Source: an optimization exercise on an open RTL-to-GDS flow (aim: small area and a short achievable clock period). Production flows keep margins and buffers that such runs may drop. In this exercise RTL edits were held to simulation tests only and were not proved equivalent to the original. No activity file was given, so power comes from the tool's default toggle rates.

==> design.v <==
`timescale 1ns / 1ps
module Microprocessor(ins, A, B, current_address, ans_ex, mux_ans_dm, ans_wb, data_out, data_in, interrupt, clk, reset,
                      pm_data, dm_en, dm_we, dm_wdata, dm_rdata);
input [7:0] data_in;
input clk;
input interrupt;
input reset;
input [19:0] pm_data;
input [7:0] dm_rdata;
output [7:0] data_out;
output [19:0] ins;
output [7:0] A;
output [7:0] B;
output [7:0] current_address;
output [7:0] ans_ex;
output [7:0] mux_ans_dm;
output [7:0] ans_wb;
output dm_en;
output dm_we;
output [7:0] dm_wdata;
reg        rst_d;                     
reg [19:0] ins_temp;                  
reg        stall_pm, Q_LD, Q_JMP1, Q_JMP2;
reg [7:0]  address_hold;              
reg        interrupt_reg;
reg [7:0]  current_adr_reg;
reg [1:0]  flag_reg;
reg        Load_reg, imm_sel, mem_en_dec, mem_rw_dec;
reg [4:0]  op_dec;
reg [4:0]  Rw1, Rw2, Rw3, Rw4;
reg [1:0]  selA, selB;                
reg        dmA, dmB;                  
reg        ubA, ubB;                  
reg [7:0]  ans_ex_r, data_out_r, B_Bypass;
reg        mem_en_ex, mem_rw_ex;
reg [1:0]  flag_ex_clk;               
reg [7:0]  ans_reg;
reg        mem_mux_sel_dm;
reg [7:0]  ans_wb_r;
reg [7:0]  rf [0:31];
wire [4:0] ra_raw = ins_temp[9:5];
wire [4:0] rb_raw = ins_temp[4:0];
wire [4:0] Imm    = ins_temp[4:0];
assign ins = stall_pm ? ins_temp : pm_data;
wire [4:0] op_i = ins[19:15];
wire d_jump    = (op_i == 5'b11000);
wire d_conj    = (ins[19:17] == 3'b111);
wire d_load    = (op_i == 5'b10100) & ~Load_reg;
wire clear_adr = ~(d_jump | d_conj | Load_reg);
wire ld_st     = (ins[19:16] == 4'b1010);
wire [4:0] rw1_n = (reset & clear_adr) ? ins[14:10] : 5'b0;
wire [4:0] rw2_n = reset ? Rw1 : 5'b0;
wire [4:0] rw3_n = reset ? Rw2 : 5'b0;
wire [4:0] rw4_n = reset ? Rw3 : 5'b0;
wire z1 = (Rw1 == 5'b0), z2 = (Rw2 == 5'b0), z3 = (Rw3 == 5'b0);
function [1:0] fsel;
	input rst, clr;
	input [4:0] r;
	input [4:0] w2, w3, w4;
	input y2, y3, y4;
	reg e2, e3, e4;
	begin
		e2 = ~rst | (clr ? (r == w2) : y2);
		e3 = ~rst | (clr ? (r == w3) : y3);
		e4 = ~rst | (clr ? (r == w4) : y4);
		fsel = e2 ? 2'b01 : e3 ? 2'b10 : e4 ? 2'b11 : 2'b00;
	end
endfunction
wire [1:0] selA_n = fsel(reset, clear_adr, ins[9:5], Rw1, Rw2, Rw3, z1, z2, z3);
wire [1:0] selB_n = fsel(reset, clear_adr, ins[4:0], Rw1, Rw2, Rw3, z1, z2, z3);
wire       msel_n = reset & mem_en_ex & ~mem_rw_ex;
wire [255:0] rfv;
genvar g;
generate
	for (g = 0; g < 32; g = g + 1) begin : rfw
		assign rfv[g*8 +: 8] = rf[g];
	end
endgenerate
assign mux_ans_dm = mem_mux_sel_dm ? dm_rdata : ans_reg;
wire [7:0] A_f, B_f;                  
opsel_a opA(.y(A), .yf(A_f), .m(rfv), .a(ra_raw), .ub(ubA), .tex(selA == 2'b01),
            .treg((selA == 2'b10) & ~dmA), .twb(selA == 2'b11), .tdm(dmA),
            .ex(ans_ex_r), .rg(ans_reg), .wb(ans_wb_r), .dm(dm_rdata));
opsel_b opB(.y(B), .yf(B_f), .m(rfv), .a(rb_raw), .ub(ubB), .tex((selB == 2'b01) & ~imm_sel),
            .treg((selB == 2'b10) & ~dmB & ~imm_sel), .twb((selB == 2'b11) & ~imm_sel), .tdm(dmB),
            .ex(ans_ex_r), .rg(ans_reg), .wb(ans_wb_r), .dm(dm_rdata), .timm(imm_sel), .imm(Imm));
wire       lo     = ~op_dec[4];
wire [2:0] f      = op_dec[2:0];
wire       e_add  = lo & (f == 3'b000);
wire       e_sub  = lo & (f == 3'b001);
wire       e_mov  = lo & (f == 3'b010);
wire       e_and  = lo & (f == 3'b100);
wire       e_or   = lo & (f == 3'b101);
wire       e_xor  = lo & (f == 3'b110);
wire       e_not  = lo & (f == 3'b111);
wire       e_pasa = (op_dec[4:1] == 4'b1010);             
wire       e_in   = (op_dec == 5'b10110);
wire       e_shl  = (op_dec == 5'b11001);
wire       e_sar  = (op_dec == 5'b11011);
wire       e_sh   = e_shl | (op_dec == 5'b11010) | e_sar;
wire       e_keep = (op_dec == 5'b10000) | (op_dec == 5'b10001) | (op_dec == 5'b10111) |
                    (op_dec == 5'b11000) | (op_dec[4:2] == 3'b111);    
wire [3:0] lut = ({4{e_mov}}  & 4'b1010) | ({4{e_and}} & 4'b1000) | ({4{e_or}} & 4'b1110) |
                 ({4{e_xor}}  & 4'b0110) | ({4{e_not}} & 4'b0101) | ({4{e_pasa}} & 4'b1100);
wire [7:0] lres;
genvar gi;
generate
	for (gi = 0; gi < 8; gi = gi + 1) begin : lu
		assign lres[gi] = lut[{A[gi], B[gi]}];
	end
endgenerate
wire [7:0] sum = A + (B ^ {8{f[0]}}) + {7'b0, f[0]};
wire [2:0] s = B[2:0];
wire [7:0] Ar = {A[0], A[1], A[2], A[3], A[4], A[5], A[6], A[7]};
wire [7:0] shin = e_shl ? Ar : A;
wire       fill = e_sar & A[7];
wire [15:0] shw = {{8{fill}}, shin} >> s;
wire [7:0] sho = shw[7:0];
wire [7:0] shres = e_shl ? {sho[0], sho[1], sho[2], sho[3], sho[4], sho[5], sho[6], sho[7]} : sho;
wire [7:0] ans_temp = lres | ({8{e_add | e_sub}} & sum) | ({8{e_in}} & data_in) |
                      ({8{e_sh}} & shres) | ({8{e_keep}} & ans_ex_r);
wire st_load = (op_i == 5'b10100) & ~Q_LD;
wire st_hlt  = (op_i == 5'b10001);
wire st_jump = (ins[19:17] == 3'b111) & ~Q_JMP2;
wire stall   = rst_d & (st_load | st_hlt | st_jump);
wire j_ret = (op_i == 5'b10000);
wire [7:0] jmp_loc = j_ret ? current_adr_reg : (interrupt_reg ? 8'hf0 : ins[7:0]);
wire taken_static = d_jump | j_ret | interrupt_reg;
wire [7:0] inc_adr = address_hold + 8'd1;
wire [7:0] Jr = rst_d ? jmp_loc : 8'b0;
wire T1 = taken_static | (d_conj & ~ins[15]);
wire T0 = taken_static | (d_conj &  ins[15]);
wire e_fkeep = e_pasa | (op_dec == 5'b10111) | (op_dec == 5'b11000) | (op_dec[4:2] == 3'b111);   
wire zk = (e_in & (data_in == 8'b0)) | (e_fkeep & flag_ex_clk[1]);
wire ck = e_fkeep & flag_ex_clk[0];
wire z_f, c_f;
flagpc fpc(.ca(current_address), .Z(z_f), .C(c_f), .A(A_f), .B(B_f), .e_add(e_add), .e_sub(e_sub),
           .e_eq(e_sub | e_xor), .e_mov(e_mov), .e_and(e_and), .e_or(e_or), .e_not(e_not),
           .e_shl(e_shl), .e_shr((op_dec == 5'b11010) | e_sar), .zk(zk), .ck(ck), .fsel(ins[16]),
           .H(address_hold), .I(inc_adr), .Jr(Jr), .stall(stall), .T0(T0), .T1(T1), .rst_d(rst_d));
wire [1:0] flag_ex = {z_f, c_f};
assign ans_ex   = ans_ex_r;
assign data_out = data_out_r;
assign ans_wb   = ans_wb_r;
assign dm_en    = mem_en_ex;
assign dm_we    = mem_rw_ex;
assign dm_wdata = B_Bypass;
always @(posedge clk) begin
	rst_d        <= reset;
	ins_temp     <= ins;
	address_hold <= current_address;
	stall_pm     <= reset & stall;
	Q_LD         <= reset & rst_d & st_load;
	Q_JMP1       <= reset & rst_d & st_jump;
	Q_JMP2       <= reset & Q_JMP1;
	interrupt_reg   <= reset & interrupt;
	current_adr_reg <= reset ? (interrupt ? current_address : current_adr_reg) : 8'b0;
	flag_reg        <= reset ? (interrupt ? flag_ex : flag_reg) : 2'b0;
	Load_reg   <= reset & d_load;
	imm_sel    <= reset & ~ins[19] & ins[18];
	mem_en_dec <= reset & ld_st & ~mem_en_dec;
	mem_rw_dec <= reset & ins[0] & ~mem_rw_dec;
	op_dec     <= reset ? op_i : 5'b0;
	Rw1 <= rw1_n;
	Rw2 <= rw2_n;
	Rw3 <= rw3_n;
	Rw4 <= rw4_n;
	selA <= selA_n;
	selB <= selB_n;
	dmA  <= (selA_n == 2'b10) & msel_n;
	dmB  <= (selB_n == 2'b10) & msel_n & ~(reset & ~ins[19] & ins[18]);
	ubA  <= (selA_n == 2'b00);
	ubB  <= (selB_n == 2'b00) & ~(reset & ~ins[19] & ins[18]);
	ans_ex_r    <= reset ? ans_temp : 8'b0;
	data_out_r  <= reset ? ((op_dec == 5'b10111) ? A : data_out_r) : 8'b0;
	B_Bypass    <= B;
	mem_en_ex   <= reset & mem_en_dec;
	mem_rw_ex   <= reset & mem_rw_dec;
	flag_ex_clk <= flag_ex;
	ans_reg        <= reset ? ans_ex_r : 8'b0;
	mem_mux_sel_dm <= msel_n;
	ans_wb_r       <= reset ? mux_ans_dm : 8'b0;
end
wire [7:0] wd0 = ans_wb_r & {8{rst_d}};
wire [7:0] wd1 = ans_wb_r | {8{~rst_d}};
generate
	for (g = 0; g < 32; g = g + 1) begin : bank
		localparam [7:0] RV = ((g / 10) << 4) | (g % 10);
		wire we = ~rst_d | (Rw4 == g);
		wire [7:0] wd = (wd1 & RV) | (wd0 & ~RV);
		always @(posedge clk)
			if (we) rf[g] <= wd;
	end
endgenerate
endmodule
`timescale 1ns / 1ps
module flagpc(ca, Z, C, A, B, e_add, e_sub, e_eq, e_mov, e_and, e_or, e_not, e_shl, e_shr, zk, ck, fsel,
              H, I, Jr, stall, T0, T1, rst_d);
output [7:0] ca;
output Z, C;
input [7:0] A, B;
input e_add, e_sub, e_eq, e_mov, e_and, e_or, e_not, e_shl, e_shr, zk, ck, fsel;
input [7:0] H, I, Jr;
input stall, T0, T1, rst_d;
wire [8:0] sum = {1'b0, A} + {1'b0, B};
wire [2:0] s = B[2:0];
wire [7:0] mlo = 8'hff >> s;
wire [7:0] mhi = 8'hff << s;
assign Z = zk | (e_add & (sum[7:0] == 8'b0)) | (e_eq & (A == B)) | (e_mov & (B == 8'b0)) |
           (e_and & ((A & B) == 8'b0)) | (e_or & ((A | B) == 8'b0)) | (e_not & (B == 8'hff)) |
           ((e_shl | e_shr) & ((A & (({8{e_shl}} & mlo) | ({8{e_shr}} & mhi))) == 8'b0));
assign C = ck | (e_add & sum[8]) | (e_sub & (A >= B) & (B != 8'b0));
wire F = fsel ? Z : C;
wire [7:0] seq = stall ? H : I;
wire [7:0] P1 = T1 ? Jr : (seq & {8{rst_d}});
wire [7:0] P0 = T0 ? Jr : (seq & {8{rst_d}});
assign ca = F ? P1 : P0;
endmodule
`timescale 1ns / 1ps
module opsel_a(y, yf, m, a, ub, tex, treg, twb, tdm, ex, rg, wb, dm);
output [7:0] y, yf;
input [255:0] m;
input [4:0] a;
input ub, tex, treg, twb, tdm;
input [7:0] ex, rg, wb, dm;
assign yf = y;
assign y = ({8{ub}} & m[a*8 +: 8]) | ({8{tex}} & ex) | ({8{treg}} & rg) | ({8{twb}} & wb) | ({8{tdm}} & dm);
endmodule
module opsel_b(y, yf, m, a, ub, tex, treg, twb, tdm, ex, rg, wb, dm, timm, imm);
output [7:0] y, yf;
input [255:0] m;
input [4:0] a;
input ub, tex, treg, twb, tdm;
input [7:0] ex, rg, wb, dm;
input timm;
input [4:0] imm;
assign yf = y;
assign y = ({8{ub}} & m[a*8 +: 8]) | ({8{tex}} & ex) | ({8{treg}} & rg) | ({8{twb}} & wb) | ({8{tdm}} & dm) |
           {3'b000, {5{timm}} & imm};
endmodule
==> flow/run.sh <==
#!/bin/bash
# Own layout flow: the standard layout (standard.sh) with three changes to
# synthesis only. Registers, flattening, renaming, and floorplan to finish are
# as in the standard flow.
#  1. Yosys's full/half-adder extraction (ADDER_MAP_FILE) is skipped, so ABC
#     maps adders and comparators as plain logic with fast carry paths.
#  2. The combinational modules opsel_a, opsel_b (register-bank read port
#     merged with operand forwarding) and flagpc (flags and next address) are
#     replaced by gl.v, hand-mapped sky130hd netlists of the same functions,
#     which flow/gen_gl.py writes here first. Synthesis treats them as black
#     boxes (SYNTH_BLACKBOXES), and they are read in before the final flatten.
# One change to placement: the buffers that the standard flow puts on every
# input and output port are sky130_fd_sc_hd__buf_1 (BUFFER_PORTS_ARGS) rather
# than the delay cell buffer_ports picks by default; the resizer may size them.
set -euo pipefail
W=$PWD
python3 flow/gen_gl.py gl.v > gen_gl.log 2>&1
{
  head -n 1 synth_recipe.tcl
  echo 'set ::env(ADDER_MAP_FILE) ""'
  sed -n '2p' synth_recipe.tcl
  echo "read_verilog -overwrite $W/gl.v"
  echo 'hierarchy -check -top $::env(DESIGN_NAME)'
  tail -n +3 synth_recipe.tcl
} > own_synth.tcl
sed "s#SYNTH_SCRIPT=[^ ]*#SYNTH_SCRIPT=$W/own_synth.tcl#" standard.sh > own_standard.sh
export SYNTH_BLACKBOXES='opsel_a opsel_b flagpc'
export BUFFER_PORTS_ARGS='-buffer_cell sky130_fd_sc_hd__buf_1'
bash own_standard.sh finish > flow_make.log 2>&1
==> flow/gen_gl.py <==
#!/usr/bin/env python3
"""Generates hand-mapped sky130hd netlists for the combinational modules
opsel_a, opsel_b (register-bank read port merged with the operand-forwarding
mux) and flagpc (ALU flags and next program-memory address).
Each has the same function as the behavioural module of the same name in
rtl/RB.v / rtl/JumpControlBlock.v.  Usage: gen_gl.py OUTFILE (run by flow/run.sh)"""
import sys
P = 'sky130_fd_sc_hd__'

class Mod:
    def __init__(self, name, ports, decls):
        self.name, self.ports, self.decls = name, ports, decls
        self.cells, self.wires, self.n = [], [], 0
    def w(self, name):
        self.wires.append(name)
        return name
    def c(self, typ, out, **pins):
        self.n += 1
        if out is not None:
            op, net = out
            pins[op] = net
        conn = ', '.join('.%s(%s)' % (k, v) for k, v in pins.items())
        self.cells.append('  %s%s g%d (%s);' % (P, typ, self.n, conn))
    def g(self, typ, opin, **pins):
        """cell with a fresh output wire, returns the wire"""
        o = self.w('n%d' % (self.n + 1))
        self.c(typ, (opin, o), **pins)
        return o
    def text(self):
        s = 'module %s(%s);\n' % (self.name, ', '.join(self.ports))
        s += ''.join('  %s;\n' % d for d in self.decls)
        s += ''.join('  wire %s;\n' % x for x in self.wires)
        s += '\n'.join(self.cells) + '\nendmodule\n'
        return s

def opsel(name, with_imm):
    ports = ['y', 'yf', 'm', 'a', 'ub', 'tex', 'treg', 'twb', 'tdm', 'ex', 'rg', 'wb', 'dm']
    decls = ['output [7:0] y, yf', 'input [255:0] m', 'input [4:0] a', 'input ub, tex, treg, twb, tdm',
             'input [7:0] ex, rg, wb, dm']
    if with_imm:
        ports += ['timm', 'imm']
        decls += ['input timm', 'input [4:0] imm']
    M = Mod(name, ports, decls)
    an = [M.g('inv_1', 'Y', A='a[%d]' % i) for i in range(5)]
    bit = lambda i, v: ('a[%d]' % i) if v else an[i]
    pn = [M.g('nand3_1', 'Y', A='ub', B=bit(0, k & 1), C=bit(1, k >> 1)) for k in range(4)]
    qn = [M.g('nand3_1', 'Y', A=bit(2, j & 1), B=bit(3, (j >> 1) & 1), C=bit(4, j >> 2)) for j in range(8)]
    s = [M.g('nor2_1', 'Y', A=pn[i & 3], B=qn[i >> 2]) for i in range(32)]
    for b in range(8):
        terms = [(s[i], 'm[%d]' % (i * 8 + b)) for i in range(32)]
        terms += [('tex', 'ex[%d]' % b), ('treg', 'rg[%d]' % b), ('twb', 'wb[%d]' % b)]
        if with_imm and b < 5:
            terms.append(('timm', 'imm[%d]' % b))
        lo = []   # active-low partial terms
        for k in range(0, len(terms), 2):
            pr = terms[k:k + 2]
            if len(pr) == 2:
                lo.append(M.g('a22oi_1', 'Y', A1=pr[0][0], A2=pr[0][1], B1=pr[1][0], B2=pr[1][1]))
            else:
                lo.append(M.g('nand2_1', 'Y', A=pr[0][0], B=pr[0][1]))
        hi = []   # active-high partial ORs
        k = 0
        while k < len(lo):
            grp = lo[k:k + 4]
            if len(grp) == 4:
                hi.append(M.g('nand4_1', 'Y', A=grp[0], B=grp[1], C=grp[2], D=grp[3]))
            elif len(grp) == 3:
                hi.append(M.g('nand3_1', 'Y', A=grp[0], B=grp[1], C=grp[2]))
            elif len(grp) == 2:
                hi.append(M.g('nand2_1', 'Y', A=grp[0], B=grp[1]))
            else:
                hi.append(M.g('inv_1', 'Y', A=grp[0]))
            k += 4
        assert len(hi) == 5, len(hi)
        v0 = M.g('nor3_1', 'Y', A=hi[0], B=hi[1], C=hi[2])
        v1 = M.g('nor2_1', 'Y', A=hi[3], B=hi[4])
        dn = M.g('nand2_1', 'Y', A='tdm', B='dm[%d]' % b)
        M.c('nand3_1', ('Y', 'y[%d]' % b), A=v0, B=v1, C=dn)
        M.c('nand3_1', ('Y', 'yf[%d]' % b), A=v0, B=v1, C=dn)
    return M

def flagpc():
    ports = ['ca', 'Z', 'C', 'A', 'B', 'e_add', 'e_sub', 'e_eq', 'e_mov', 'e_and', 'e_or', 'e_not',
             'e_shl', 'e_shr', 'zk', 'ck', 'fsel', 'H', 'I', 'Jr', 'stall', 'T0', 'T1', 'rst_d']
    decls = ['output [7:0] ca', 'output Z, C', 'input [7:0] A, B',
             'input e_add, e_sub, e_eq, e_mov, e_and, e_or, e_not, e_shl, e_shr, zk, ck, fsel',
             'input [7:0] H, I, Jr', 'input stall, T0, T1, rst_d']
    M = Mod('flagpc', ports, decls)
    a = ['A[%d]' % i for i in range(8)]
    b = ['B[%d]' % i for i in range(8)]
    xn = [M.g('xnor2_1', 'Y', A=a[i], B=b[i]) for i in range(8)]
    o = [M.g('or2_1', 'X', A=a[i], B=b[i]) for i in range(8)]
    gn = [M.g('nand2_1', 'Y', A=a[i], B=b[i]) for i in range(8)]
    pn = [M.g('nor2_1', 'Y', A=a[i], B=b[i]) for i in range(8)]
    bn = [M.g('inv_1', 'Y', A=b[i]) for i in range(8)]
    ne = {k: M.g('inv_1', 'Y', A=k) for k in ('e_add', 'e_eq', 'e_mov', 'e_and', 'e_or', 'e_not', 'zk', 'fsel')}
    ne_sh = M.g('nor2_1', 'Y', A='e_shl', B='e_shr')
    def zero8(v, nen):
        f1 = M.g('nand4_1', 'Y', A=v[0], B=v[1], C=v[2], D=v[3])
        f2 = M.g('nand4_1', 'Y', A=v[4], B=v[5], C=v[6], D=v[7])
        if nen is None:
            return None, f1, f2
        return M.g('nor3_1', 'Y', A=f1, B=f2, C=nen), f1, f2
    t = [xn[0]] + [M.g('xor2_1', 'X', A=xn[i], B=o[i - 1]) for i in range(1, 8)]
    zadd, _, _ = zero8(t, ne['e_add'])
    zeq, _, _ = zero8(xn, ne['e_eq'])
    zmov, fM1, fM2 = zero8(bn, ne['e_mov'])
    znot, _, _ = zero8(b, ne['e_not'])
    zand, _, _ = zero8(gn, ne['e_and'])
    zor, _, _ = zero8(pn, ne['e_or'])
    # shift thresholds th[k] = (B[2:0] <= k)
    th = [None] * 8
    th[0] = M.g('nor3_1', 'Y', A=b[0], B=b[1], C=b[2])
    th[1] = M.g('nor2_1', 'Y', A=b[1], B=b[2])
    th[2] = M.g('a21oi_1', 'Y', A1=b[1], A2=b[0], B1=b[2])
    th[3] = bn[2]
    th[4] = M.g('o21ai_0', 'Y', A1=b[1], A2=b[0], B1=b[2])
    th[5] = M.g('nand2_1', 'Y', A=b[2], B=b[1])
    th[6] = M.g('nand3_1', 'Y', A=b[2], B=b[1], C=b[0])
    wn = [None] * 8
    wn[0] = M.g('a21oi_1', 'Y', A1='e_shr', A2=th[0], B1='e_shl')
    wn[7] = M.g('a21oi_1', 'Y', A1='e_shl', A2=th[0], B1='e_shr')
    for i in range(1, 7):
        wn[i] = M.g('a22oi_1', 'Y', A1='e_shl', A2=th[7 - i], B1='e_shr', B2=th[i])
    k = [M.g('nand2b_1', 'Y', A_N=wn[i], B=a[i]) for i in range(8)]
    _, fS1, fS2 = zero8(k, None)
    zsh = M.g('nor3_1', 'Y', A=fS1, B=fS2, C=ne_sh)
    y1 = M.g('nor3_1', 'Y', A=zadd, B=zeq, C=zmov)
    y2 = M.g('nor3_1', 'Y', A=znot, B=zand, C=zor)
    y3 = M.g('nor2_1', 'Y', A=zsh, B='zk')
    M.c('nand3_1', ('Y', 'Z'), A=y1, B=y2, C=y3)
    y2f = M.g('nor4_1', 'Y', A=znot, B=zand, C=zor, D=ne['fsel'])   # y2 & fsel
    # carries: prefix trees on active-low generate / propagate, generates gated by the op
    def carry(gl, pl):
        G10 = M.g('o21ai_0', 'Y', A1=pl[1], A2=gl[0], B1=gl[1])
        G32 = M.g('o21ai_0', 'Y', A1=pl[3], A2=gl[2], B1=gl[3])
        P32 = M.g('nor2_1', 'Y', A=pl[3], B=pl[2])
        G54 = M.g('o21ai_0', 'Y', A1=pl[5], A2=gl[4], B1=gl[5])
        P54 = M.g('nor2_1', 'Y', A=pl[5], B=pl[4])
        G76 = M.g('o21ai_0', 'Y', A1=pl[7], A2=gl[6], B1=gl[7])
        P76 = M.g('nor2_1', 'Y', A=pl[7], B=pl[6])
        G30n = M.g('a21oi_1', 'Y', A1=P32, A2=G10, B1=G32)
        G74n = M.g('a21oi_1', 'Y', A1=P76, A2=G54, B1=G76)
        P74n = M.g('nand2_1', 'Y', A=P76, B=P54)
        return M.g('o21ai_0', 'Y', A1=P74n, A2=G30n, B1=G74n)
    gan = [M.g('nand3_1', 'Y', A=a[i], B=b[i], C='e_add') for i in range(8)]
    cadd_e = carry(gan, pn)
    gsn = [M.g('nand3b_1', 'Y', A_N=b[i], B=a[i], C='e_sub') for i in range(8)]
    psn = [M.g('nor2b_1', 'Y', A=a[i], B_N=b[i]) for i in range(8)]
    gsn[0] = M.g('o21ai_0', 'Y', A1=a[0], A2=bn[0], B1='e_sub')   # carry-in 1: bit 0 generates when a0 | ~b0
    csub_e = carry(gsn, psn)
    bnz = M.g('or2_1', 'X', A=fM1, B=fM2)
    Cn = M.g('a211oi_1', 'Y', A1=csub_e, A2=bnz, B1=cadd_e, C1='ck')
    M.c('inv_1', ('Y', 'C'), A=Cn)
    # F = fsel ? Z : C  =  ~(fsel & y1 & y2 & y3 | ~fsel & Cn)
    F = M.g('a32oi_1', 'Y', A1=y1, A2=y2f, A3=y3, B1=ne['fsel'], B2=Cn)
    # next address: seq = stall ? H : I; P_f = T_f ? Jr : (seq & rst_d); ca = F ? P_1 : P_0
    nrst = M.g('inv_1', 'Y', A='rst_d')
    for i in range(8):
        seqn = M.g('mux2i_1', 'Y', A0='I[%d]' % i, A1='H[%d]' % i, S='stall')
        sr = M.g('nor2_1', 'Y', A=seqn, B=nrst)
        p1n = M.g('mux2i_1', 'Y', A0=sr, A1='Jr[%d]' % i, S='T1')
        p0n = M.g('mux2i_1', 'Y', A0=sr, A1='Jr[%d]' % i, S='T0')
        M.c('mux2i_1', ('Y', 'ca[%d]' % i), A0=p0n, A1=p1n, S=F)
    return M

with open(sys.argv[1], 'w') as f:
    f.write('// Generated by gen_gl.py: hand-mapped sky130hd netlists.\n')
    for M in (opsel('opsel_a', False), opsel('opsel_b', True), flagpc()):
        f.write(M.text())
==> standard.sh <==
#!/bin/bash
# synth_recipe.tcl (not shown) runs the flow's synth.tcl, then flattens the netlist and writes it again
# the make line also repeats each setting of config.mk as NAME=value (left out here)
make -C /OpenROAD-flow-scripts/flow DESIGN_CONFIG=/design/flow/config.mk WORK_HOME=/design/flow/orfs CLKGATE_MAP_FILE= SYNTH_SCRIPT=/design/flow/synth_recipe.tcl "${@:-finish}"
==> config.mk <==
export PLATFORM = sky130hd
export DESIGN_NAME = Microprocessor
export DESIGN_NICKNAME = Microprocessor
export VERILOG_FILES = /design/flow/design.v
export SDC_FILE = /design/flow/constraint.sdc
export NUM_CORES = 4
export LEC_CHECK = 0
export CAP_MARGIN = 20
export CORE_MARGIN = 2
export CORE_UTILIZATION = 45
export CTS_CLUSTER_DIAMETER = 100
export CTS_CLUSTER_SIZE = 24
export SETUP_SLACK_MARGIN = 4.3
export SLEW_MARGIN = 20
==> constraint.sdc <==
create_clock -name core_clock -period 11.0 [get_ports {clk}]
set_input_delay 2.2000 -clock core_clock [delete_from_list [all_inputs] [get_ports {clk}]]
set_output_delay 2.2000 -clock core_clock [all_outputs]
set_load 0.01 [all_outputs]
==> results of run 1 <==
## power by group through the flow
stage / registers (mW) / clock network (mW) / logic [mW]
finish: 1.71 / 0.840 / 0.696
global route: 1.72 / 0.894 / 0.741
CTS: 1.70 / 0.852 / 0.600
detailed placement: 1.73 / 0 / 0.557
global placement: 1.73 / 0 / 0.552
floorplan: 1.70 / 0 / 0.375
## critical path, cell delays in order
cell,delay [ns]
buf_2,0.16
nand2_1,0.14
nand3_4,0.20
clkbuf_2,0.19
buf_4,0.12
nand4_1,0.11
nor3_1,0.30
nor4_1,0.14
a32oi_4,0.26
buf_12,0.21
mux2i_4,0.30
clkbuf_2,0.17
## what timing repair did
item	in CTS	in global routing
setup endpoints to repair	8	8
setup buffers	12	56
resized for setup	106	236
pin swaps	13	78
cloned	2	1
## per-layer routing
| metal | vias to the layer above | part of all wire, % | track usage [%] |
|---|---|---|---|
| met2 | 1027 | 44 | 44.7 |
| met1 | 8240 | 43 | 43.1 |
| met3 | 121 | 10 | 5.21 |
| met4 | 0 | 2.7 | 6.60 |
| met5 | - | 0 | 0 |
| li1 | 7314 | - | - |
## layout make-up
type | instances | area share [%]
diodes | 1 | 0.0109
clock buffers | 33 | 2.58
clock inverters | 2 | 0.120
inverters | 60 | 1.03
multi-input cells | 1293 | 42.8
flip-flops and latches | 380 | 44.5
well taps | 539 | 2.94
repair buffers | 228 | 5.99
## cells in the final DEF (no fill, tap or decap), types with 8 or more instances in the layout
| cell type | count |
|---|---|
| o21ai_1 | 15 |
| and2_1 | 48 |
| and3_1 | 8 |
| nor3_4 | 16 |
| xor2_1 | 33 |
| nor2_2 | 34 |
| nand3_1 | 40 |
| inv_1 | 53 |
| clkbuf_1 | 10 |
| nor2_4 | 31 |
| buf_1 | 110 |
| buf_12 | 8 |
| a21oi_1 | 32 |
| nand3b_1 | 19 |
| dfxtp_1 | 112 |
| nor3_1 | 22 |
| mux2_2 | 18 |
| o21ai_0 | 49 |
| edfxtp_1 | 256 |
| mux2i_1 | 62 |
| o211ai_1 | 9 |
| clkbuf_16 | 21 |
| nor2b_1 | 19 |
| dfxtp_4 | 10 |
| nand2_1 | 83 |
| nand2b_1 | 27 |
| nand3_4 | 37 |
| a22oi_1 | 261 |
| clkbuf_2 | 9 |
| xnor2_1 | 26 |
| buf_4 | 95 |
| a22oi_2 | 24 |
| mux2i_4 | 9 |
| nand4_1 | 90 |
| or2_1 | 8 |
| nor2_1 | 114 |
## stage by stage
stage	area (um^2)	hold slack [ns]
finish	22900	0.416
global route	22900	0.454
CTS	21400	0.421
detailed placement	20200	0.407
global placement	20200	0.399
floorplan	19000	0.390
## final timing paths
kind / start / to / slack (ns) / cells after the start
worst min register to register: mem_en_dec$_DFF_P_ / mem_en_dec$_DFF_P_ / 0.42 / 1
worst max-delay path: dm_rdata[3] / current_address[4] / 4.28 / 12
worst min-delay path: mem_en_dec$_DFF_P_ / mem_en_dec$_DFF_P_ / 0.42 / 1
worst max register to register: ins_temp[4]$_DFF_P_ / ans_ex_r[7]$_SDFF_PN0_ / 6.02 / 15
==> impl_metrics.toml, run 1 <==
[yosys]
synth_nets = 1823
syn_area_um2 = 19000
avgSynthCellArea_um2 = 10.6
netlist_instances = 1784
ys_warn_count = 2

[pwr]
p_switching_mw = 0.986
p_comb_share_pct = 21.5
clock_power_share_pct = 25.9
sw_frac_of_total_pct = 30.4
power.density_nw_per_um2 = 141
power.share.sequential_pct = 52.6
totalPowerFinal_mw = 3.24
p_int_mw = 2.26
leakage_nw = 8.03
ir_drop_mv = 0.123

[cells_and_area]
multiInputGateArea_um2 = 9810
seq_area_um2 = 10200
reg_top3 = "rf: 256 flops, ins_temp: 20 flops"
final_cell_count_no_fill = 2536
largest_reg_flops = 256
largest-register = "rf"
layout-drive-gt1-share_pct = 19.2
fillerInstances = 3585
final_nets = 2022
area.growth.synth_to_final_pct = 20.9
utilization_pct = 54.9

[clock_network]
clk_latency_ns = 0.56
cts.clk_slew.worst_paths_ns = 0.09
cts-root-buf = "clkbuf_16"
tritoncts = "done"
cts_made_buffers = 20
htree_levels = 1
clkSinkCount = 380
clockBufferDepth = 3
postCtsHoldBufs = 0

[worst_setup_path]
crit_required_ns = 8.80
end_kind = "primary output"
worstPathMaxFanout = 8
start_kind = "primary input"
critPathArrivalTime_ns = 4.52
crit_type = "in2out"

[global_route]
grt_pass1_wl_mm = 97.0
grt_overflow = 0
grt_pass1_vias = 15395
grt_max_degree = 58
antenna_found_initial = 1
grtUsageTotal_pct = 29.1

[hold_path]
worstHoldPathType = "reg2reg"

[place]
dpl.hpwl_mm = 47.6
dpl_worst_slack_ns = 3.44
place_congestion = 0.944
port-buffer-count = 124
dp_cells = 2429

[detailed_routing]
vias = 16702
dr.pass1.iters = 8
via_per_inst = 6.59
drt-initial-drc-count = 2306
finalWirelength_mm = 66.8
drc = 0
wl_per_cell_um = 26.3
ant_nets = 0

[sta]
min_period_ns = 6.72
min_period_over_period_pct = 61.1
max_freq_ghz = 0.149
setup_viol_count_final = 0
finalHoldViolCount = 0
rsz0062_at_grt = "yes"
slew_viol_final = 0
maxSlewHeadroom_pct = 28.2
tightest_slew_ns = 1.07
finClkSkew_ns = 0.0242
tns_ns = 0
timing.final.ws_setup_ns = 4.28

[floorplan]
rows = 75
die_y_um = 209
die_area_um2 = 43800
boundaryPins = 125
initial_utilization_pct = 45.4
core_area_um2 = 41800
fp.dieW_um = 209

[flow_run]
cap_violations = 0

[run_status]
status = "finished clean"
==> inputs of run 2 (changes only) <==
--- a/config.mk
+++ b/config.mk
@@ -11,3 +11,3 @@
 export CTS_CLUSTER_DIAMETER = 100
-export CTS_CLUSTER_SIZE = 24
+export CTS_CLUSTER_SIZE = 30
 export SETUP_SLACK_MARGIN = 4.3
==> impl_metrics.toml, run 2 <==
[global_route]
grtUsageTotal_pct = 29.1
gr-usage-met2_pct = 44.3
grt_use_met1_pct = 43.1
use_met3_pct = 4.79
grt_pass1_vias = 15466
grt_overflow = 0
antenna_found_initial = 1
grt_pass1_wl_mm = 97.0
grt_max_degree = 58
grt_busiest_layer = "met2"

[detailed_routing]
vias = 16609
ant_nets = 0
finalWirelength_mm = 66.1
via_per_inst = 6.63
drt-initial-drc-count = 2355
drc = 0
dr.pass1.iters = 6
wl_per_cell_um = 26.4

[worst_setup_path]
crit_type = "reg2out"
worstPathMaxFanout = 8
cp.buffers_inverters = 3
critPathMaxStageDelay_ns = 0.46
crit_required_ns = 8.80
end_kind = "primary output"
worst_path_max_delay_cell = "nor3_4"
cp_top_family = "simple AND/OR/NAND/NOR gates"
critPathArrivalTime_ns = 4.45
start_kind = "flop"
worstPathCellList = "inv_1 -> nand3_4 -> nor2_2 -> a22oi_1 -> nand4_1 -> nor3_4 -> nand3_4 -> xnor2_2 -> xor2_1 -> nand4_1 -> nor3_2 -> nor3_2 -> a32oi_4 -> buf_12 -> mux2i_4 -> clkbuf_2"

[clock_network]
htree_levels = 1
cts.clk_slew.worst_paths_ns = 0.11
clk_latency_ns = 0.56
cts-root-buf = "clkbuf_16"
clkSinkCount = 380
clockBufferDepth = 3
cts_made_buffers = 17
tritoncts = "done"
postCtsHoldBufs = 0

[sta]
slew_viol_final = 0
min_period_over_period_pct = 60.5
finalHoldViolCount = 0
finClkSkew_ns = 0.0403
max_freq_ghz = 0.150
rsz0062_at_grt = "no"
tightest_slew_ns = 1.05
tns_ns = 0
setup_viol_count_final = 0
whs_ns = 0.419
min_period_ns = 6.65
maxSlewHeadroom_pct = 29.2

[pwr]
totalPowerFinal_mw = 3.15
power.density_nw_per_um2 = 141
power.share.sequential_pct = 54.1
sw_frac_of_total_pct = 30.7
ir_drop_mv = 0.121
clock_power_share_pct = 24.6
p_comb_share_pct = 21.4
p_int_mw = 2.19
leakage_nw = 7.85
p_switching_mw = 0.967

[floorplan]
core_area_um2 = 41800
fp.dieW_um = 209
rows = 75
die_y_um = 209
boundaryPins = 125
initial_utilization_pct = 45.4
die_area_um2 = 43800

[flow_run]
cap_violations = 0

[cells_and_area]
largest_reg_flops = 256
area.growth.synth_to_final_pct = 17.8
utilization_pct = 53.5
largest-register = "rf"
reg_top3 = "rf: 256 flops, ins_temp: 20 flops"
layout_commonest_cell = "a22oi_1"
layout-drive-gt1-share_pct = 16.9
layout_common_cells = "278 x a22oi_1, 256 x edfxtp_1, 114 x nor2_1"
final_nets = 1993
final_cell_count_no_fill = 2505

[place]
port-buffer-count = 124
dpl.hpwl_mm = 47.6
dp_cells = 2429
place_congestion = 0.944

[yosys]
synth_nets = 1823
avgSynthCellArea_um2 = 10.6
ys_warn_count = 2
syn_area_um2 = 19000
netlist_instances = 1784

[run_status]
status = "finished clean"

[hold_path]
worstHoldPathType = "reg2reg"
-- run 2: layout make-up --
class | count | area [um^2]
clock buffers | 25 | 477
fillers | 3652 | 19400
multi-input cells | 1295 | 9570
repair buffers | 200 | 1120
diodes | 1 | 2.50
well taps | 539 | 674
clock inverters | 5 | 60.1
inverters | 60 | 225
flip-flops and latches | 380 | 10200
-- run 2: worst paths after layout --
check,from,cells after the start,end,slack (ns)
worst max register to register,ins_temp[9]$_DFF_P_,14,ans_ex_r[7]$_SDFF_PN0_,5.97
worst max-delay path,ins_temp[5]$_DFF_P_,16,current_address[5],4.35
worst min register to register,mem_en_dec$_DFF_P_,1,mem_en_dec$_DFF_P_,0.42
worst min-delay path,mem_en_dec$_DFF_P_,1,mem_en_dec$_DFF_P_,0.42
-- run 2: per-stage QoR --
stage,setup WS [ns],cell area [um^2]
final,4.35,22300
after global routing,4.22,22300
after CTS,4.30,21400
after detailed placement,3.44,20200
after global placement,3.53,20200
after floorplan,4.54,19000
-- run 2: metal layers --
| metal | up-vias | share of wire, % |
|---|---|---|
| met2 | 946 | 44 |
| met1 | 8225 | 44 |
| met5 | - | 0 |
| met3 | 153 | 9.5 |
| met4 | 0 | 3.2 |
| li1 | 7285 | - |
-- run 2: power by group through the flow --
stage	Combinational, mW	Clock (mW)	Sequential, mW
2_1_floorplan	0.375	0	1.70
3_3_place_gp	0.552	0	1.73
6_report	0.674	0.775	1.71
3_5_place_dp	0.557	0	1.73
4_1_cts	0.600	0.791	1.70
5_1_grt	0.719	0.830	1.71
-- run 2: timing repair --
| action | CTS | global route |
|---|---|---|
| hold endpoints to repair | 0 | 0 |
| resized for setup | 107 | 181 |
| cloned | 2 | 3 |
| setup endpoints to repair | 8 | 8 |
| pin swaps | 14 | 53 |
| buffers inserted | 13 | 27 |
==> inputs of run 3 (changes only) <==
--- a/design.v
+++ b/design.v
@@ -121,13 +121,6 @@
                       ({8{e_sh}} & shres) | ({8{e_keep}} & ans_ex_r);
-wire st_load = (op_i == 5'b10100) & ~Q_LD;
-wire st_hlt  = (op_i == 5'b10001);
-wire st_jump = (ins[19:17] == 3'b111) & ~Q_JMP2;
-wire stall   = rst_d & (st_load | st_hlt | st_jump);
 wire j_ret = (op_i == 5'b10000);
 wire [7:0] jmp_loc = j_ret ? current_adr_reg : (interrupt_reg ? 8'hf0 : ins[7:0]);
-wire taken_static = d_jump | j_ret | interrupt_reg;
 wire [7:0] inc_adr = address_hold + 8'd1;
 wire [7:0] Jr = rst_d ? jmp_loc : 8'b0;
-wire T1 = taken_static | (d_conj & ~ins[15]);
-wire T0 = taken_static | (d_conj &  ins[15]);
 wire e_fkeep = e_pasa | (op_dec == 5'b10111) | (op_dec == 5'b11000) | (op_dec[4:2] == 3'b111);   
@@ -135,7 +128,8 @@
 wire ck = e_fkeep & flag_ex_clk[0];
-wire z_f, c_f;
+wire z_f, c_f, stall;
 flagpc fpc(.ca(current_address), .Z(z_f), .C(c_f), .A(A_f), .B(B_f), .e_add(e_add), .e_sub(e_sub),
            .e_eq(e_sub | e_xor), .e_mov(e_mov), .e_and(e_and), .e_or(e_or), .e_not(e_not),
-           .e_shl(e_shl), .e_shr((op_dec == 5'b11010) | e_sar), .zk(zk), .ck(ck), .fsel(ins[16]),
-           .H(address_hold), .I(inc_adr), .Jr(Jr), .stall(stall), .T0(T0), .T1(T1), .rst_d(rst_d));
+           .e_shl(e_shl), .e_shr((op_dec == 5'b11010) | e_sar), .zk(zk), .ck(ck), .op(op_i),
+           .H(address_hold), .I(inc_adr), .Jr(Jr), .rst_d(rst_d), .Q_LD(Q_LD), .Q_JMP2(Q_JMP2),
+           .intr(interrupt_reg), .stall(stall));
 wire [1:0] flag_ex = {z_f, c_f};
@@ -152,4 +146,4 @@
 	stall_pm     <= reset & stall;
-	Q_LD         <= reset & rst_d & st_load;
-	Q_JMP1       <= reset & rst_d & st_jump;
+	Q_LD         <= reset & rst_d & (op_i == 5'b10100) & ~Q_LD;
+	Q_JMP1       <= reset & rst_d & (ins[19:17] == 3'b111) & ~Q_JMP2;
 	Q_JMP2       <= reset & Q_JMP1;
@@ -196,10 +190,11 @@
 `timescale 1ns / 1ps
-module flagpc(ca, Z, C, A, B, e_add, e_sub, e_eq, e_mov, e_and, e_or, e_not, e_shl, e_shr, zk, ck, fsel,
-              H, I, Jr, stall, T0, T1, rst_d);
+module flagpc(ca, Z, C, A, B, e_add, e_sub, e_eq, e_mov, e_and, e_or, e_not, e_shl, e_shr, zk, ck, op,
+              H, I, Jr, rst_d, Q_LD, Q_JMP2, intr, stall);
 output [7:0] ca;
-output Z, C;
+output Z, C, stall;
 input [7:0] A, B;
-input e_add, e_sub, e_eq, e_mov, e_and, e_or, e_not, e_shl, e_shr, zk, ck, fsel;
+input e_add, e_sub, e_eq, e_mov, e_and, e_or, e_not, e_shl, e_shr, zk, ck;
+input [4:0] op;                
 input [7:0] H, I, Jr;
-input stall, T0, T1, rst_d;
+input rst_d, Q_LD, Q_JMP2, intr;
 wire [8:0] sum = {1'b0, A} + {1'b0, B};
@@ -212,2 +207,8 @@
 assign C = ck | (e_add & sum[8]) | (e_sub & (A >= B) & (B != 8'b0));
+wire fsel = op[1];
+wire conj = (op[4:2] == 3'b111);
+assign stall = rst_d & (((op == 5'b10100) & ~Q_LD) | (op == 5'b10001) | (conj & ~Q_JMP2));
+wire ts = (op == 5'b11000) | (op == 5'b10000) | intr;
+wire T1 = ts | (conj & ~op[0]);
+wire T0 = ts | (conj &  op[0]);
 wire F = fsel ? Z : C;
--- a/flow/run.sh
+++ b/flow/run.sh
@@ -11,2 +11,5 @@
 #     boxes (SYNTH_BLACKBOXES), and they are read in before the final flatten.
+#  3. ABC maps the rest of the top module for area (flow/own_abc.script in
+#     place of ORFS's speed script): its logic is off the critical paths,
+#     which run through the hand-mapped modules.
 # One change to placement: the buffers that the standard flow puts on every
@@ -20,2 +23,5 @@
   echo 'set ::env(ADDER_MAP_FILE) ""'
+  echo "set ::own_abc_script $W/flow/own_abc.script"
+  echo 'proc own_fix_abc {args} { global abc_args; set i [lsearch -exact $abc_args -script]; if {$i >= 0} { lset abc_args [expr {$i + 1}] $::own_abc_script } }'
+  echo 'trace add variable ::abc_args write own_fix_abc'
   sed -n '2p' synth_recipe.tcl
--- a/flow/gen_gl.py
+++ b/flow/gen_gl.py
@@ -83,6 +83,6 @@
     ports = ['ca', 'Z', 'C', 'A', 'B', 'e_add', 'e_sub', 'e_eq', 'e_mov', 'e_and', 'e_or', 'e_not',
-             'e_shl', 'e_shr', 'zk', 'ck', 'fsel', 'H', 'I', 'Jr', 'stall', 'T0', 'T1', 'rst_d']
-    decls = ['output [7:0] ca', 'output Z, C', 'input [7:0] A, B',
-             'input e_add, e_sub, e_eq, e_mov, e_and, e_or, e_not, e_shl, e_shr, zk, ck, fsel',
-             'input [7:0] H, I, Jr', 'input stall, T0, T1, rst_d']
+             'e_shl', 'e_shr', 'zk', 'ck', 'op', 'H', 'I', 'Jr', 'rst_d', 'Q_LD', 'Q_JMP2', 'intr', 'stall']
+    decls = ['output [7:0] ca', 'output Z, C, stall', 'input [7:0] A, B',
+             'input e_add, e_sub, e_eq, e_mov, e_and, e_or, e_not, e_shl, e_shr, zk, ck',
+             'input [4:0] op', 'input [7:0] H, I, Jr', 'input rst_d, Q_LD, Q_JMP2, intr']
     M = Mod('flagpc', ports, decls)
@@ -95,3 +95,4 @@
     bn = [M.g('inv_1', 'Y', A=b[i]) for i in range(8)]
-    ne = {k: M.g('inv_1', 'Y', A=k) for k in ('e_add', 'e_eq', 'e_mov', 'e_and', 'e_or', 'e_not', 'zk', 'fsel')}
+    ne = {k: M.g('inv_1', 'Y', A=k) for k in ('e_add', 'e_eq', 'e_mov', 'e_and', 'e_or', 'e_not', 'zk', 'op[1]')}
+    ne['fsel'] = ne['op[1]']
     ne_sh = M.g('nor2_1', 'Y', A='e_shl', B='e_shr')
@@ -156,2 +157,17 @@
     F = M.g('a32oi_1', 'Y', A1=y1, A2=y2f, A3=y3, B1=ne['fsel'], B2=Cn)
+    # decode of the instruction in decode (op = ins[19:15]): stall and jumps
+    i15, i16, i17, i18, i19 = ('op[%d]' % k for k in range(5))
+    c1 = M.g('nor2_1', 'Y', A=i15, B='Q_LD')                 # ~i15 & ~Q_LD
+    bb = M.g('mux2_1', 'X', A0=i15, A1=c1, S=i17)            # LD (i17) or HLT (~i17) pattern of the low bits
+    aa = M.g('nor2_1', 'Y', A=i18, B=i16)
+    nqj = M.g('inv_1', 'Y', A='Q_JMP2')
+    dd = M.g('and3_1', 'X', A=i18, B=i17, C=nqj)             # conditional jump, not repeated
+    ee = M.g('a21o_1', 'X', A1=aa, A2=bb, B1=dd)
+    M.c('and3_1', ('X', 'stall'), A='rst_d', B=i19, C=ee)
+    uu = M.g('nor3_1', 'Y', A=i17, B=i16, C=i15)
+    jr = M.g('a21o_1', 'X', A1=uu, A2=i19, B1='intr')        # JMP, RET or interrupt
+    cj = M.g('and3_1', 'X', A=i19, B=i18, C=i17)
+    n15 = M.g('inv_1', 'Y', A=i15)
+    T1 = M.g('a21o_1', 'X', A1=cj, A2=n15, B1=jr)
+    T0 = M.g('a21o_1', 'X', A1=cj, A2=i15, B1=jr)
     # next address: seq = stall ? H : I; P_f = T_f ? Jr : (seq & rst_d); ca = F ? P_1 : P_0
@@ -161,4 +177,4 @@
         sr = M.g('nor2_1', 'Y', A=seqn, B=nrst)
-        p1n = M.g('mux2i_1', 'Y', A0=sr, A1='Jr[%d]' % i, S='T1')
-        p0n = M.g('mux2i_1', 'Y', A0=sr, A1='Jr[%d]' % i, S='T0')
+        p1n = M.g('mux2i_1', 'Y', A0=sr, A1='Jr[%d]' % i, S=T1)
+        p0n = M.g('mux2i_1', 'Y', A0=sr, A1='Jr[%d]' % i, S=T0)
         M.c('mux2i_1', ('Y', 'ca[%d]' % i), A0=p0n, A1=p1n, S=F)
==> flow/own_abc.script (new file) <==
strash
dch
map -a
topo
stime -c
--- a/config.mk
+++ b/config.mk
@@ -11,4 +11,4 @@
 export CTS_CLUSTER_DIAMETER = 100
-export CTS_CLUSTER_SIZE = 30
-export SETUP_SLACK_MARGIN = 4.3
+export CTS_CLUSTER_SIZE = 26
+export SETUP_SLACK_MARGIN = 4.6
 export SLEW_MARGIN = 20
==> impl_metrics.toml, run 3 <==
[yosys]
avgSynthCellArea_um2 = 9.87
netlist_instances = 1839
synth_nets = 1878
ys_warn_count = 2
syn_area_um2 = 18100

[sta]
maxSlewHeadroom_pct = 28.5
finClkSkew_ns = 0.0375
tns_ns = 0
finalHoldViolCount = 0
slew_viol_final = 0
rsz0062_at_grt = "yes"
whs_ns = 0.420
min_period_over_period_pct = 60.5
setup_viol_count_final = 0
max_freq_ghz = 0.150
tightest_slew_ns = 1.07
min_period_ns = 6.66
timing.final.ws_setup_ns = 4.34

[worst_setup_path]
timing.rr.start = "ins_temp[1]$_DFF_P_"
worstPathCellList = "clkinvlp_4 -> nand3_4 -> nor2_2 -> a22oi_1 -> nand4_1 -> nor3_4 -> nand3_4 -> xnor2_4 -> xor2_1 -> nand4_1 -> nor3_2 -> nor3_2 -> a32oi_4 -> buf_12 -> mux2i_4 -> buf_2"
worst_path_max_delay_cell = "dfxtp_4"
cp.buffers_inverters = 3
start_kind = "flop"
worstPathMaxFanout = 8
crit_type = "reg2out"
end_kind = "primary output"
cp_top_family = "simple AND/OR/NAND/NOR gates"
crit_required_ns = 8.80
critPathArrivalTime_ns = 4.46
worstSetupStartpoint = "ins_temp[4]$_DFF_P_"
reg2reg_slack_ns = 6.18
critPathMaxStageDelay_ns = 0.43

[global_route]
grt_pass1_vias = 15641
grt_max_degree = 57
antenna_found_initial = 0
grt_pass1_wl_mm = 97.6
grt_overflow = 0
grtUsageTotal_pct = 31.1

[cells_and_area]
fillerInstances = 3496
largest-register = "rf"
layout_commonest_cell = "a22oi_1"
reg_top3 = "rf: 256 flops, ins_temp: 20 flops"
utilization_pct = 55.9
final_area_um2 = 22200
final_cell_count_no_fill = 2633
layout_common_cells = "273 x a22oi_1, 256 x edfxtp_1, 193 x nor2_1"
antenna_cells = 0
seq_area_um2 = 10200
layout-drive-gt1-share_pct = 17.5
largest_reg_flops = 256
multiInputGateArea_um2 = 8660
area.growth.synth_to_final_pct = 22.3
final_nets = 2135

[place]
dpl_worst_slack_ns = 3.60
port-buffer-count = 124
place_congestion = 0.985
dpl.hpwl_mm = 47.8
dp_cells = 2521
dpl-instance-area_um2 = 19600

[floorplan]
core_area_um2 = 39700
die_y_um = 205
rows = 73
boundaryPins = 125
die_area_um2 = 42000
initial_utilization_pct = 45.7
fp.dieW_um = 205

[clock_network]
clockBufferDepth = 3
clkSinkCount = 380
postCtsHoldBufs = 0
cts-root-buf = "clkbuf_16"
tritoncts = "done"
htree_levels = 1
cts.clk_slew.worst_paths_ns = 0.11
cts_made_buffers = 19
clk_latency_ns = 0.56

[detailed_routing]
dr.pass1.iters = 7
vias = 16671
drc = 0
wl_per_cell_um = 25.4
ant_nets = 0
via_per_inst = 6.33
finalWirelength_mm = 66.8
drt-initial-drc-count = 2211

[run_status]
status = "finished clean"

[pwr]
leakage_nw = 7.73
totalPowerFinal_mw = 3.53
ir_drop_mv = 0.0904
power.density_nw_per_um2 = 159

[flow_run]
cap_violations = 0

[hold_path]
worstHoldPathType = "reg2reg"
hp-start = "Q_JMP1$_DFF_P_"
## run 3: repair_timing
item                                    in CTS  in global routing
pin swaps                                   61                 41
endpoints found under the setup margin       8                  8
gates resized for setup                    277                 51
buffers inserted                            57                 19
cloned                                       3                  0
## run 3: area by class of cell
type,instances,share of cell area [%]
clock inverter,4,0.220
tap,525,2.96
inverter,163,2.84
timing repair buffer,233,6.65
multi-input combinational,1299,39.0
clock buffer,29,2.31
sequential,380,46.0
## run 3: final timing paths
| check | endpoint | depth (start not counted) |
|---|---|---|
| min | Q_JMP2$_DFF_P_ | 2 |
| max | current_address[7] | 16 |
| min reg2reg | Q_JMP2$_DFF_P_ | 2 |
| max reg2reg | ans_ex_r[4]$_SDFF_PN0_ | 19 |
## run 3: report_power, final
part	internal, mW	switching (mW)	leakage (nW)
Clock	0.337	0.475	0.272
Combinational	0.343	0.620	3.82
Sequential	1.65	0.104	3.64
Total	2.33	1.20	7.73
## run 3: worst min-delay path, stage by stage, from the launching register on
cell and delay (ns):
dfxtp_1 0.32, clkinv_1 0.04, nor2_1 0.03
## run 3: per-layer routing
metal	global-route usage [%]	routed length (um)	vias up
met1	45.2	28500	8155
met2	46.7	29300	924
met5	0	0	-
li1	-	-	7432
met3	6.24	6510	160
met4	9.73	2430	0
==> inputs of run 4 (changes only) <==
--- a/config.mk
+++ b/config.mk
@@ -12,3 +12,3 @@
 export CTS_CLUSTER_SIZE = 26
-export SETUP_SLACK_MARGIN = 4.6
+export SETUP_SLACK_MARGIN = 4.3
 export SLEW_MARGIN = 20
==> impl_metrics.toml, run 4 <==
[run_status]
status = "finished clean"

[global_route]
antenna_found_initial = 1
grt_pass1_wl_mm = 96.3
grt_max_degree = 49
grtUsageTotal_pct = 30.7
grt_pass1_vias = 15514
grt_overflow = 0

[cells_and_area]
layout-drive-gt1-share_pct = 16.0
seq_area_um2 = 10200
area.growth.synth_to_final_pct = 21.6
reg_top3 = "rf: 256 flops, ins_temp: 20 flops"
utilization_pct = 55.5
fillerInstances = 3505
final_area_um2 = 22100
final_nets = 2124
multiInputGateArea_um2 = 8680
largest_reg_flops = 256
layout_commonest_cell = "a22oi_1"
final_cell_count_no_fill = 2622
largest-register = "rf"
antenna_cells = 0
layout_common_cells = "272 x a22oi_1, 256 x edfxtp_1, 195 x nor2_1"

[worst_setup_path]
start_kind = "flop"
worstPathCellList = "clkinvlp_4 -> nand3_4 -> nor2_2 -> a22oi_2 -> nand4_1 -> nor3_4 -> buf_6 -> nand3_4 -> buf_4 -> nand3b_1 -> o21ai_0 -> a21oi_1 -> o21ai_1 -> a211oi_2 -> a32oi_4 -> buf_12 -> mux2i_4 -> buf_6"
critPathMaxStageDelay_ns = 0.42
critPathArrivalTime_ns = 4.42
crit_cells = 18
worst_path_max_delay_cell = "dfxtp_4"
crit_type = "reg2out"
worstRegToRegCells = 18
worstPathMaxFanout = 8
cp.buffers_inverters = 5
end_kind = "primary output"
crit_required_ns = 8.80
cp_top_family = "simple AND/OR/NAND/NOR gates"

[floorplan]
core_area_um2 = 39700
fp.dieW_um = 205
die_area_um2 = 42000
boundaryPins = 125
rows = 73
initial_utilization_pct = 45.7
die_y_um = 205

[clock_network]
clockBufferDepth = 3
cts-root-buf = "clkbuf_16"
clkSinkCount = 380
htree_levels = 1
cts_made_buffers = 19
tritoncts = "done"
clk_latency_ns = 0.56
cts.clk_slew.worst_paths_ns = 0.11

[pwr]
sw_frac_of_total_pct = 34.1
p_comb_share_pct = 26.8
clock_power_share_pct = 23.1
power.share.sequential_pct = 50.1
power.density_nw_per_um2 = 159
leakage_nw = 7.59
p_switching_mw = 1.19
p_int_mw = 2.31
ir_drop_mv = 0.102

[place]
dp_cells = 2524
port-buffer-count = 124
dpl.hpwl_mm = 47.8
place_congestion = 0.989
dpl-instance-area_um2 = 19600

[hold_path]
worstHoldPathType = "reg2reg"
hold_path_depth = 2

[yosys]
syn_area_um2 = 18100
ys_warn_count = 2
netlist_instances = 1839
synth_nets = 1878
avgSynthCellArea_um2 = 9.87

[sta]
finalHoldViolCount = 0
min_period_over_period_pct = 60.2
max_freq_ghz = 0.151
slew_viol_final = 0
tns_ns = 0
maxSlewHeadroom_pct = 30.6
finClkSkew_ns = 0.0421
setup_viol_count_final = 0
rsz0062_at_grt = "no"
tightest_slew_ns = 1.03
min_period_ns = 6.62

[detailed_routing]
drt-initial-drc-count = 1916
vias = 16462
via_per_inst = 6.28
dr.pass1.iters = 7
ant_nets = 0
wl_per_cell_um = 25.4
finalWirelength_mm = 66.5
drc = 0

[flow_run]
cap_violations = 0
==> run 4: layer usage <==
metal / vias up / part of all wire, % / routed length, um / track usage [%]
li1: 7408 / - / - / -
met1: 7987 / 42 / 28100 / 43.6
met2: 904 / 44 / 29200 / 46.5
met3: 163 / 9.9 / 6620 / 7.37
met4: 0 / 3.8 / 2530 / 9.24
met5: - / 0 / 0 / 0
==> run 4: metrics by stage <==
step	power, mW	setup WS [ns]	hold slack [ns]
6_report	3.50	4.38	0.407
2_1_floorplan	2.23	4.53	0.383
5_1_grt	3.65	4.22	0.442
3_5_place_dp	2.53	3.35	0.393
4_1_cts	3.39	4.30	0.408
3_3_place_gp	2.52	3.42	0.390
==> run 4: worst paths after layout <==
check,start,to,slack [ns]
hold / removal,Q_JMP1$_DFF_P_,Q_JMP2$_DFF_P_,0.41
setup / recovery,ins_temp[3]$_DFF_P_,current_address[4],4.38
setup reg to reg,ins_temp[2]$_DFF_P_,ans_ex_r[6]$_SDFF_PN0_,6.08
hold reg to reg,Q_JMP1$_DFF_P_,Q_JMP2$_DFF_P_,0.41
==> run 4: power by group through the flow <==
stage / Combinational, mW / Clock [mW] / Sequential [mW]
final: 0.938 / 0.811 / 1.76
after global routing: 1.01 / 0.872 / 1.77
after CTS: 0.820 / 0.822 / 1.75
after detailed placement: 0.749 / 0 / 1.78
after global placement: 0.743 / 0 / 1.78
after floorplan: 0.477 / 0 / 1.75
==> run 4: area by class of cell <==
type / count / area share [%]
inverters: 163 / 2.82
multi-input cells: 1299 / 39.3
clock buffers: 29 / 2.33
clock inverters: 4 / 0.233
repair buffers: 222 / 6.03
well taps: 525 / 2.98
flip-flops and latches: 380 / 46.3
==> run 4: tightest hold or removal path, delay by kind of cell (launching register included) <==
kind	cells	cell delay (ns)
and+or+nand+nor	1	0.03
buffers and inverters	1	0.04
DFF	1	0.31
==> run 4: what timing repair did <==
| action | 4_1_cts | 5_1_grt |
|---|---|---|
| cloned | 2 | 1 |
| resized for setup | 143 | 173 |
| hold buffers | 0 | 0 |
| setup buffers | 19 | 43 |
| pin swaps | 26 | 51 |
| endpoints found under the setup margin | 8 | 8 |

==> afterwards: timing with drivers on the ports <==
How much do the figures lean on ideal ports? The routed layouts below were timed once more, with nothing changed but the port constraints.
Step 1: set_driving_cell puts a clkbuf_16 on clk and a buf_2 on each other input, an assumption about the parent block.
Step 2 moves the port delays by t, midway between the first and last clock arrival at a register: inputs arrive t later, outputs are due t later. That takes back most of the time a late clock gives input paths.
Three values: no drivers, after step 1, after step 2; two values: the first two.
run	t, ns	slack for setup (ns)	hold slack, ns	worst setup path after step 2	cell pins on the clock port's net
run 1	0.603	4.275 / 4.245 / 4.245	0.416 / 0.416 / 0.416	input to output	1
run 2	0.597	4.350 / 4.294 / 4.350	0.419 / 0.419 / 0.419	input to output	1
run 3	0.601	4.344 / 4.284 / 4.400	0.420 / 0.420 / 0.420	input to output	1
run 4	0.601	4.377 / 4.318 / 4.357	0.407 / 0.407 / 0.407	input to output	1
After both steps setup and hold are still met in every run listed. For run 1, which loses most, drivers alone change the setup slack by -0.030 ns; drivers and shift together by -0.030 ns.
